Background: an optimization exercise with open tools, aiming at small area, a short achievable clock period and few clock cycles per item. Do not read the settings as production practice. In this exercise RTL edits were held to simulation tests only and were not proved equivalent to the original. Power and IR drop assume default switching activity.

==> flow/design.v <==
module SinglePortRAM #
    (parameter RAM_ADDR_WIDTH = 6, RAM_DATA_WIDTH = 16, RAM_SIZE = 512)
    (
        input       clk,
        input       we,
        input       [RAM_ADDR_WIDTH-1:0] a,
        input       [RAM_DATA_WIDTH-1:0] di,
        output  reg [RAM_DATA_WIDTH-1:0] dout
    );
    reg signed [RAM_DATA_WIDTH-1:0] ram [RAM_SIZE-1:0];
    always @ (posedge clk) begin
        if (we)
            ram[a] <= di;
    end
    always @ * begin 
        dout = ram[a];
    end
endmodule
module Axi4LiteSupporter #
    (parameter C_S_AXI_ADDR_WIDTH = 6, C_S_AXI_DATA_WIDTH = 32)
    (
        output reg  [C_S_AXI_ADDR_WIDTH-1:0] wrAddr,
        output reg  [C_S_AXI_DATA_WIDTH-1:0] wrData,
        output reg  wr,
        output reg  [C_S_AXI_ADDR_WIDTH-1:0] rdAddr,
        input       [C_S_AXI_DATA_WIDTH-1:0] rdData,
        output reg  rd,
        input       S_AXI_ACLK,
        input       S_AXI_ARESETN,
        input       [C_S_AXI_ADDR_WIDTH-1:0] S_AXI_AWADDR,
        input       S_AXI_AWVALID,
        output reg  S_AXI_AWREADY,
        input       [C_S_AXI_DATA_WIDTH-1:0] S_AXI_WDATA,
        input       [3:0] S_AXI_WSTRB,
        input       S_AXI_WVALID,
        output reg  S_AXI_WREADY,
        output reg  [1:0] S_AXI_BRESP,
        output reg  S_AXI_BVALID,
        input       S_AXI_BREADY,
        input       [C_S_AXI_ADDR_WIDTH-1:0] S_AXI_ARADDR,
        input       S_AXI_ARVALID,
        output reg  S_AXI_ARREADY,
        output reg  [C_S_AXI_DATA_WIDTH-1:0] S_AXI_RDATA,
        output reg  [1:0] S_AXI_RRESP,
        output reg  S_AXI_RVALID,
        input       S_AXI_RREADY
    );
    parameter IDLE = 0, RD_INTRANS = 1, WR_INTRANS = 2;
    reg [3:0] nextState, currentState ; 
    reg [C_S_AXI_DATA_WIDTH-1:0] rdDataD, rdDataQ;
    always @ * begin 
		nextState = currentState ;
		wr = 0 ;
		wrAddr = 0 ;
		wrData = 0 ;
		rd = 0 ;
		rdAddr = 0 ;
		S_AXI_ARREADY = 0 ;
		S_AXI_RDATA = 0 ;
		S_AXI_RRESP = 0 ;
		S_AXI_RVALID = 0 ;
		S_AXI_AWREADY = 0 ;
		S_AXI_WREADY = 0 ;
		S_AXI_BRESP = 2'b00 ;
		S_AXI_BVALID = 0 ;
		rdDataD = rdDataQ ;
        case(currentState) 
            IDLE: begin 
                if ( S_AXI_ARVALID ) begin
                    nextState = RD_INTRANS ;
				    S_AXI_ARREADY = 1 ;
				    rdAddr = S_AXI_ARADDR ;
				    rdDataD = rdData ;
				    rd = 1 ;
                end
                else if ( S_AXI_AWVALID && S_AXI_WVALID ) begin
                    nextState = WR_INTRANS ;
                end 
             end
			RD_INTRANS: begin
                S_AXI_RVALID = 1 ;
                S_AXI_RDATA = rdDataQ ;
				S_AXI_RRESP = 2'b00 ;
				if (S_AXI_RREADY) begin
					nextState = IDLE ;
				end
			end
			WR_INTRANS: begin
				S_AXI_AWREADY = 1 ;
				wrAddr = S_AXI_AWADDR;
				S_AXI_WREADY = 1 ;
				wrData = S_AXI_WDATA ;
				wr = 1 ;
                S_AXI_BRESP = 2'b00 ;
                S_AXI_BVALID = 1 ;
				if (S_AXI_BREADY) begin                
					nextState = IDLE;
				end 
			end    
            default: begin
				nextState = IDLE ;
            end
        endcase
    end 
	always @(posedge S_AXI_ACLK) begin
		if ( !S_AXI_ARESETN ) begin
			currentState <= IDLE ;
			rdDataQ <= 0 ;
		end
		else begin
			currentState <= nextState ;
			rdDataQ <= rdDataD ;
		end
	end
endmodule
module Axi4LiteFilter #
    (parameter C_S_AXI_ADDR_WIDTH = 14, C_S_AXI_DATA_WIDTH = 32, FIR_DATA_WIDTH =16, FIR_ADDR_WIDTH = 6, RAM_SIZE = 64)
    (
        input       S_AXI_ACLK,
        input       S_AXI_ARESETN,
        input       [C_S_AXI_ADDR_WIDTH-1:0] S_AXI_AWADDR,
        input       S_AXI_AWVALID,
        output wire  S_AXI_AWREADY,
        input       [C_S_AXI_DATA_WIDTH-1:0] S_AXI_WDATA,
        input       [3:0] S_AXI_WSTRB,
        input       S_AXI_WVALID,
        output wire  S_AXI_WREADY,
        output wire  [1:0] S_AXI_BRESP,
        output wire  S_AXI_BVALID,
        input       S_AXI_BREADY,
        input       [C_S_AXI_ADDR_WIDTH-1:0] S_AXI_ARADDR,
        input       S_AXI_ARVALID,
        output wire  S_AXI_ARREADY,
        output wire  [C_S_AXI_DATA_WIDTH-1:0] S_AXI_RDATA,
        output wire  [1:0] S_AXI_RRESP,
        output wire  S_AXI_RVALID,
        input       S_AXI_RREADY
    );
    wire signed [FIR_DATA_WIDTH-1:0] do_impulse;
    wire signed [FIR_DATA_WIDTH-1:0] do_input;
    parameter IDLE = 0, WR_INPUT = 1, WR_IMPULSE = 2, CONVO = 3, RD_RES = 4 ;
    reg [3:0] nextState, currentState ; 
    reg [FIR_DATA_WIDTH-1:0] di_impulse, di_input;
	reg we_input;
    reg we_impulse;
	reg [C_S_AXI_DATA_WIDTH-1:0] doneD, doneQ, ramSizeD, ramSizeQ;
	reg signed [C_S_AXI_DATA_WIDTH-1:0] sumD, sumQ, resD, resQ, product ;
	reg [FIR_ADDR_WIDTH-1:0] a_input, a_impulse, input_itrD, input_itrQ;
	reg en_counter;
	reg [FIR_ADDR_WIDTH:0] itr;     
	wire [C_S_AXI_ADDR_WIDTH-1:0]wrAddrS;
	wire [C_S_AXI_DATA_WIDTH-1:0]wrDataS;
	wire wrS;
	wire [C_S_AXI_ADDR_WIDTH-1:0] rdAddrS;
	reg [C_S_AXI_DATA_WIDTH-1:0] rdDataS;
	wire rdS;
Axi4LiteSupporter #(.C_S_AXI_ADDR_WIDTH(C_S_AXI_ADDR_WIDTH),.C_S_AXI_DATA_WIDTH(C_S_AXI_DATA_WIDTH)) Axi4LiteSupporter1 (
    .wrAddr(wrAddrS),                     
    .wrData(wrDataS),                     
    .wr(wrS),                             
    .rdAddr(rdAddrS),                     
    .rdData(rdDataS),                     
    .rd(rdS),                             
    .S_AXI_ACLK(S_AXI_ACLK),             
    .S_AXI_ARESETN(S_AXI_ARESETN),       
    .S_AXI_AWADDR(S_AXI_AWADDR),         
    .S_AXI_AWVALID(S_AXI_AWVALID),       
    .S_AXI_AWREADY(S_AXI_AWREADY),       
    .S_AXI_WDATA(S_AXI_WDATA),           
    .S_AXI_WSTRB(S_AXI_WSTRB),           
    .S_AXI_WVALID(S_AXI_WVALID),         
    .S_AXI_WREADY(S_AXI_WREADY),         
    .S_AXI_BRESP(S_AXI_BRESP),           
    .S_AXI_BVALID(S_AXI_BVALID),         
    .S_AXI_BREADY(S_AXI_BREADY),         
    .S_AXI_ARADDR(S_AXI_ARADDR),         
    .S_AXI_ARVALID(S_AXI_ARVALID),       
    .S_AXI_ARREADY(S_AXI_ARREADY),       
    .S_AXI_RDATA(S_AXI_RDATA),           
    .S_AXI_RRESP(S_AXI_RRESP),           
    .S_AXI_RVALID(S_AXI_RVALID),         
    .S_AXI_RREADY(S_AXI_RREADY)          
    ) ;
SinglePortRAM #(.RAM_ADDR_WIDTH(FIR_ADDR_WIDTH),.RAM_DATA_WIDTH(FIR_DATA_WIDTH),.RAM_SIZE(RAM_SIZE)) FilterRAM1 (
        .clk(S_AXI_ACLK),
        .we(we_input),
        .a(a_input),
        .di(di_input),
        .dout(do_input)
    );
SinglePortRAM #(.RAM_ADDR_WIDTH(FIR_ADDR_WIDTH),.RAM_DATA_WIDTH(FIR_DATA_WIDTH),.RAM_SIZE(RAM_SIZE)) ImpulseRAM1 (
        .clk(S_AXI_ACLK),
        .we(we_impulse),
        .a(a_impulse),
        .di(di_impulse),
        .dout(do_impulse)
    );
    always @(posedge S_AXI_ACLK) begin
		if ( !S_AXI_ARESETN ) begin
			currentState <= IDLE ;
			input_itrQ <= 0;
			sumQ <= 0 ;
			resQ <= 0;
			ramSizeQ <= 0;
			itr <= 0 ;
			doneQ <= 0 ;
		end
		else begin
			currentState <= nextState ;
			input_itrQ <= input_itrD ;
			sumQ <= sumD ;
			resQ <= resD;
			ramSizeQ <= ramSizeD ;
			doneQ <= doneD ;
			if (en_counter) begin
			    itr <= itr + 1 ;
			    if (itr >= ramSizeQ)
			        itr <= 0 ;
			end
		end
	end
	always @ * begin
	   nextState = currentState ;
	   input_itrD = input_itrQ ;
	   resD = resQ ;
	   ramSizeD = ramSizeQ ;
	   doneD = doneQ ;
	   sumD = 0 ;
	   we_input = 0 ;
	   we_impulse = 0 ;
	   rdDataS = 0 ;
	   a_impulse = 0 ;
	   a_input = 0 ;
	   di_input = 0 ;
	   di_impulse = 0 ;
	   en_counter = 0 ;
	   product = 0 ;
	   if (rdS && rdAddrS == 14'b01000000000100) begin    
	       rdDataS = doneQ ;
	       if(doneQ == 1)begin
	           doneD = 0 ;
	       end
	   end
	   if (wrS && wrAddrS == 14'b01000000001000) begin    
	       ramSizeD = wrDataS ;
	   end
	   case(currentState)
	   IDLE:begin
               if (wrS) begin
                   if (wrAddrS[C_S_AXI_ADDR_WIDTH-1:11] == 0) begin   
                       nextState = WR_INPUT;
                       a_input = wrAddrS[7:2];
                       input_itrD = wrAddrS[7:2];
                       we_input = 1;
                       di_input = wrDataS;
                   end
                   if (wrAddrS[C_S_AXI_ADDR_WIDTH-1:11] == 1) begin   
                       nextState = WR_IMPULSE;
                       a_impulse = wrAddrS[7:2];
                       we_impulse = 1 ;
	                   di_impulse = wrDataS ;
	                   a_input = wrAddrS[7:2];
	                   we_input = 1 ;
	                   di_input = 0 ;
                   end
               end
               if (rdS && rdAddrS == 14'b01000000000000) begin   
	               rdDataS = resQ;
                   nextState = RD_RES;
               end
	       end
	   WR_INPUT:begin
               nextState = CONVO;
	       end
	   WR_IMPULSE:begin
	           nextState = IDLE;
	       end
	   CONVO:begin
	           en_counter = 1;
	           a_impulse = itr;
	           if (itr > input_itrQ) begin
	               a_input = input_itrQ - itr + ramSizeQ ; 
	           end else if (itr <= input_itrQ) begin
	               a_input = input_itrQ - itr ;
	           end
	           product = do_impulse * do_input;
	           sumD = sumQ + product;
	           if (itr >= ramSizeQ) begin
	               resD = sumD;
	               resD = (resD + 16384) >> 15 ;
	               resD = { {16{resD[15]}}, resD[15:0] };
	               nextState = IDLE;
	               doneD = 1 ;
	           end
	       end
	   RD_RES:begin
	           nextState = IDLE ;
	       end
	   default:begin
	           nextState = IDLE;
	       end
	   endcase
	end
endmodule
==> flow/run.sh <==
#!/bin/bash
# synth_recipe.tcl (not shown) runs the flow's synth.tcl, then flattens the netlist and writes it again
# the make line also repeats each setting of config.mk as NAME=value (left out here)
make -C /OpenROAD-flow-scripts/flow DESIGN_CONFIG=/design/flow/config.mk WORK_HOME=/design/flow/orfs CLKGATE_MAP_FILE= SYNTH_SCRIPT=/design/flow/synth_recipe.tcl finish
==> flow/config.mk <==
export PLATFORM = sky130hd
export DESIGN_NAME = Axi4LiteFilter
export DESIGN_NICKNAME = Axi4LiteFilter
export VERILOG_FILES = /design/flow/design.v
export SDC_FILE = /design/flow/constraint.sdc
export NUM_CORES = 4
export LEC_CHECK = 0
export CAP_MARGIN = 20
export CORE_MARGIN = 2
export CORE_UTILIZATION = 40
export PLACE_DENSITY = 0.6
export SLEW_MARGIN = 20
==> flow/constraint.sdc <==
create_clock -name core_clock -period 13.0 [get_ports {S_AXI_ACLK}]
set_input_delay 2.6000 -clock core_clock [delete_from_list [all_inputs] [get_ports {S_AXI_ACLK}]]
set_output_delay 2.6000 -clock core_clock [all_outputs]
set_load 0.01 [all_outputs]
==> run notes <==
Status:
- The run finished with no timing, DRC or antenna violations.

Synthesis:
- The synthesized instance count is between 7000 and 8000.
- The cell with the most instances after synthesis is sky130_fd_sc_hd__edfxtp_1.
- The share of synthesized area occupied by flip-flops and latches is 67.15%.
- The number of different library cells used by synthesis comes to between 90 and 100.
- After synthesis, the cell types taking the most area are sky130_fd_sc_hd__edfxtp_1 (64%), sky130_fd_sc_hd__fa_1 (6.0%), sky130_fd_sc_hd__nand2_1 (4.5%).
- In the synthesized netlist the dominant register cell turns out to be sky130_fd_sc_hd__edfxtp_1.
- The share of the synthesized area in the top cell type is between 60 and 70%.
- The post-synthesis instance area is 96390 sq um.
- Of all flip-flops after synthesis, the portion carrying an async set or reset was 0%.
- By count the netlist is led by sky130_fd_sc_hd__edfxtp_1 (2048), sky130_fd_sc_hd__nand2_1 (1155), sky130_fd_sc_hd__nor2_1 (482).
- The biggest area contributor in the post-synthesis netlist is sky130_fd_sc_hd__edfxtp_1.
- The number of enable flip-flop cells after synthesis is approximately 2000.
- The average cell area after synthesis is ~13 sq um.
- The number of warnings printed during yosys synthesis is 3.
- The register bit count reported by yosys is 2209.

Worst setup path:
- Measured in cells, the most critical reg-to-reg path has a length of 49.
- STA puts the critical path data required time at 13760 ps.
- On the worst path, the slowest cell contributes a delay of 940 ps.
- The worst setup path is launched from a primary input.
- For this design, the slowest cell found on the critical path is sky130_fd_sc_hd__o32ai_1.
- The data arrival at the endpoint of the critical path is around 13000 ps.
- The cell repeated most along the worst path is sky130_fd_sc_hd__buf_4.
- The critical path capture point type is a flop.
- The critical path starts at S_AXI_AWADDR[13].
- The largest fanout of any net on the critical path is 18.
- In this run the critical register-to-register path is launched from itr[0].
- The worst setup path is of the primary input to flop kind.

Min path:
- The depth of the worst hold-timing path is 2.
- The class of the tightest hold or removal check is flop to flop.
- The worst hold path begins at ramSizeQ[25].

Power and ir drop:
- The leakage power summed over all cells is about 46 nW.
- The total power of the final layout is about 14 mW.
- IR analysis of the VDD net gives a maximum drop of 0.1130 mV.
- The total power density per cell area is approximately 120 nW/um^2.

Placed design:
- The number of cells after detailed placement is ~11000.
- The congestion estimate from routability-driven global placement came to roughly 0.96.
- The placed standard-cell area is 108900 sq um.
- During placement, the flow inserted port buffers numbering 103.
- The detailed placement HPWL is roughly 220000 um.

Floorplan:
- The total I/O pin count is roughly 110.
- The overall die height is 494.9 um.
- The die is ~490 um wide.
- For this configuration, the core starts out at a cell density of around 40%.
- The floorplan has 180 rows.
- The core box area is between 200000 and 250000 sq um.
- The full die area is 244900 sq um.

Clock tree:
- The tree is rooted in a sky130_fd_sc_hd__clkbuf_16.
- The TritonCTS clock tree is built.
- The number of sinks driven by the clock tree is between 2000 and 2500.
- Counting along the longest clock path gives a buffer depth of 3.
- In this run the number of H-tree levels came out at 4.
- The number of buffers created by CTS is 220.
- The clock insertion delay at the later pin of the skew report is around 920 ps.
- The CTS clock-pin slew for the worst setup and hold paths is about 60 ps.

Detailed routing:
- The antenna violation net count after detailed routing is 0.
- The detailed-router iteration count before antenna repair is 8.
- The detail-routed via count per cell is approximately 5.8.
- For this block, the routed nets add up to 320000 um of wire.
- For this block, the via count after detailed routing is 67690.
- The detailed router finished its first iteration with between 8000 and 9000 violations.
- After detailed routing, the average wire length per cell comes to about 27 um.
- The residual DRC count is 0.

Final layout:
- The layout-stage area growth over the synthesis result is 21.07%.
- The share of post-route cells with drive strength above 1 is about a fifth.
- The fraction of the core area covered by cells at the end of the flow is 48.61%.
- The summed area of non-filler cells in the final layout is about 120000 sq um.
- After the last flow step, the layout net total stands at between 8000 and 9000.
- The post-layout instance count excluding filler cells is between 10000 and 15000.

STA:
- The worst setup skew after layout is between 70 and 80 ps.
- The share of the clock period used by the worst path is between 90% and 100%.
- Based on the critical path, the design can be clocked at up to a little under 0.08 GHz.
- Setup violations remaining at the end of the flow were counted as 0.
- The slew at the pin with the worst max-slew slack is ~1200 ps.
- After routing, the total negative slack on setup checks comes to 0 ps.
- The number of endpoints with negative hold slack in the final report is 0.
- The normalized max-slew margin is approximately a fifth.
- The clock period minus final worst setup slack is between 10000 and 15000 ps.
- The total count of max-transition violations in the final report was 0.

Global route:
- The total congestion overflow is 0.
- Global routing used roughly a quarter of the available tracks across all layers.
- Entering global routing, the biggest net connects 65 pins.
- The via count of the first global-routing pass was 66240.
- The global-route wire length before repair is between 400000 and 500000 um.
- The initial antenna violation count came to 16.

Run:
- Across the run, the number of max-cap violations was 0.
-- state kept, by name, indices dropped and copies added, names as in the netlist --
name	flops
Axi4LiteSupporter1.rdDataQ	32
resQ	16
ImpulseRAM1.ram	1024
ramSizeQ	32
input_itrQ	6
sumQ	31
itr	7
FilterRAM1.ram	1024
currentState	3
Axi4LiteSupporter1.currentState	2
doneQ	32
-- where the power goes --
part           total (mW)  internal [mW]  switching [mW]  leakage (nW)
sequential           7.65           7.65         0.00286          25.1
combinational       0.211         0.0845           0.127          17.6
clock                6.52           3.71            2.81          3.64
-- final timing paths --
kind	endpoint	slack, ps
max	resQ[9]	270
min	ramSizeQ[25]	460
max reg2reg	resQ[9]	1230
min reg2reg	ramSizeQ[25]	460
-- placed cells by master (no fill, tap or decap), types with 145 or more instances in the layout --
| cell | n |
|---|---|
| sky130_fd_sc_hd__a21oi_1 | 272 |
| sky130_fd_sc_hd__a31oi_1 | 145 |
| sky130_fd_sc_hd__buf_4 | 1044 |
| sky130_fd_sc_hd__clkbuf_16 | 223 |
| sky130_fd_sc_hd__dfxtp_1 | 161 |
| sky130_fd_sc_hd__edfxtp_1 | 2048 |
| sky130_fd_sc_hd__fa_1 | 290 |
| sky130_fd_sc_hd__inv_1 | 371 |
| sky130_fd_sc_hd__nand2_1 | 1144 |
| sky130_fd_sc_hd__nand3_1 | 359 |
| sky130_fd_sc_hd__nor2_1 | 461 |
| sky130_fd_sc_hd__o21ai_0 | 146 |
| sky130_fd_sc_hd__o22ai_1 | 313 |
-- logic make-up (layout without fill, tap and decap cells) --
logic type                 Yosys count  in the layout  share of synthesized area [%]
and+or+nand+nor                   2424           2424                          11.03
DFF                               2209           2209                          67.15
AOI/OAI and AO/OA                 1364           1364                          9.375
buffers and inverters              806           2012                          3.581
adders and majority gates          411            411                          7.602
xor gates and xnor gates            63             63                         0.5803
muxes                               56             56                         0.6789
other                                1              9                       0.003891
-- metrics by stage --
step                hold slack (ps)  setup slack [ps]
detailed placement            446.0             -1084
global route                  473.5            -23.12
floorplan                     428.8             501.6
finish                        455.1             269.0
CTS                           453.3             14.16
global placement              439.8             -1151
-- per-layer routing --
layer  wire (um)  vias to the layer above  global-route usage [%]
li1            -                    28980                       -
met1      125300                    34400                   35.43
met2      145000                     3673                   40.03
met3       34830                      627                   5.501
met4       14790                        8                   10.73
met5          47                        -                       0
-- area by class of cell --
class	instances	area, sq um
Timing Repair Buffer	1222	10300
Antenna cell	5	12.51
Multi-Input combinational cell	4322	28770
Fill cell	20930	123400
Clock inverter	117	1391
Tap cell	3185	3985
Clock buffer	297	6102
Sequential cell	2209	64720
Inverter	376	1411
-- worst max-delay path, delay by kind of cell --
family,cells,cell delay [ps]
AOI/OAI and AO/OA,9,2750
xor gates and xnor gates,2,380
adders and majority gates,7,3180
buffers and inverters,16,2880
and+or+nand+nor,8,1660
-- what timing repair did --
item / in CTS / in global routing
pin swaps: 0 / 7
endpoints found under the hold margin: 0 / 0
gates resized for setup: 2 / 43
cloned: 0 / 0
endpoints found under the setup margin: 6 / 12
hold buffers: 0 / 0
setup buffers: 0 / 7
Testbench counts, summed over its fixed seeds: cycles 134,400, samples 1,920.

## port drivers added, routing unchanged
The flow's constraints put no driver on any port. The routed layout listed below was extracted and timed again, unchanged, in two steps. Step 1 sets driving cells, clkbuf_16 on the clock port and buf_2 on the other inputs (assumed; they add their load-dependent delay and slew). Step 2 also shifts input and output timing later by t, the mid clock arrival at the registers, as if the neighbouring blocks saw the same clock. Three values: ideal, step 1, step 2; two values: the first two.
t (ns): 0.965
slack for setup (ns): 0.269 / 0.323 / -0.642
hold slack, ns: 0.455 / 0.455 / 0.455
worst setup path after step 2: input to register
latest minus earliest clock arrival (ns): 0.081 / 0.082
Met with ideal ports but missed after step 2: setup timing in this run. For this run, drivers alone change the setup slack by +0.054 ns; drivers and shift together by -0.911 ns.
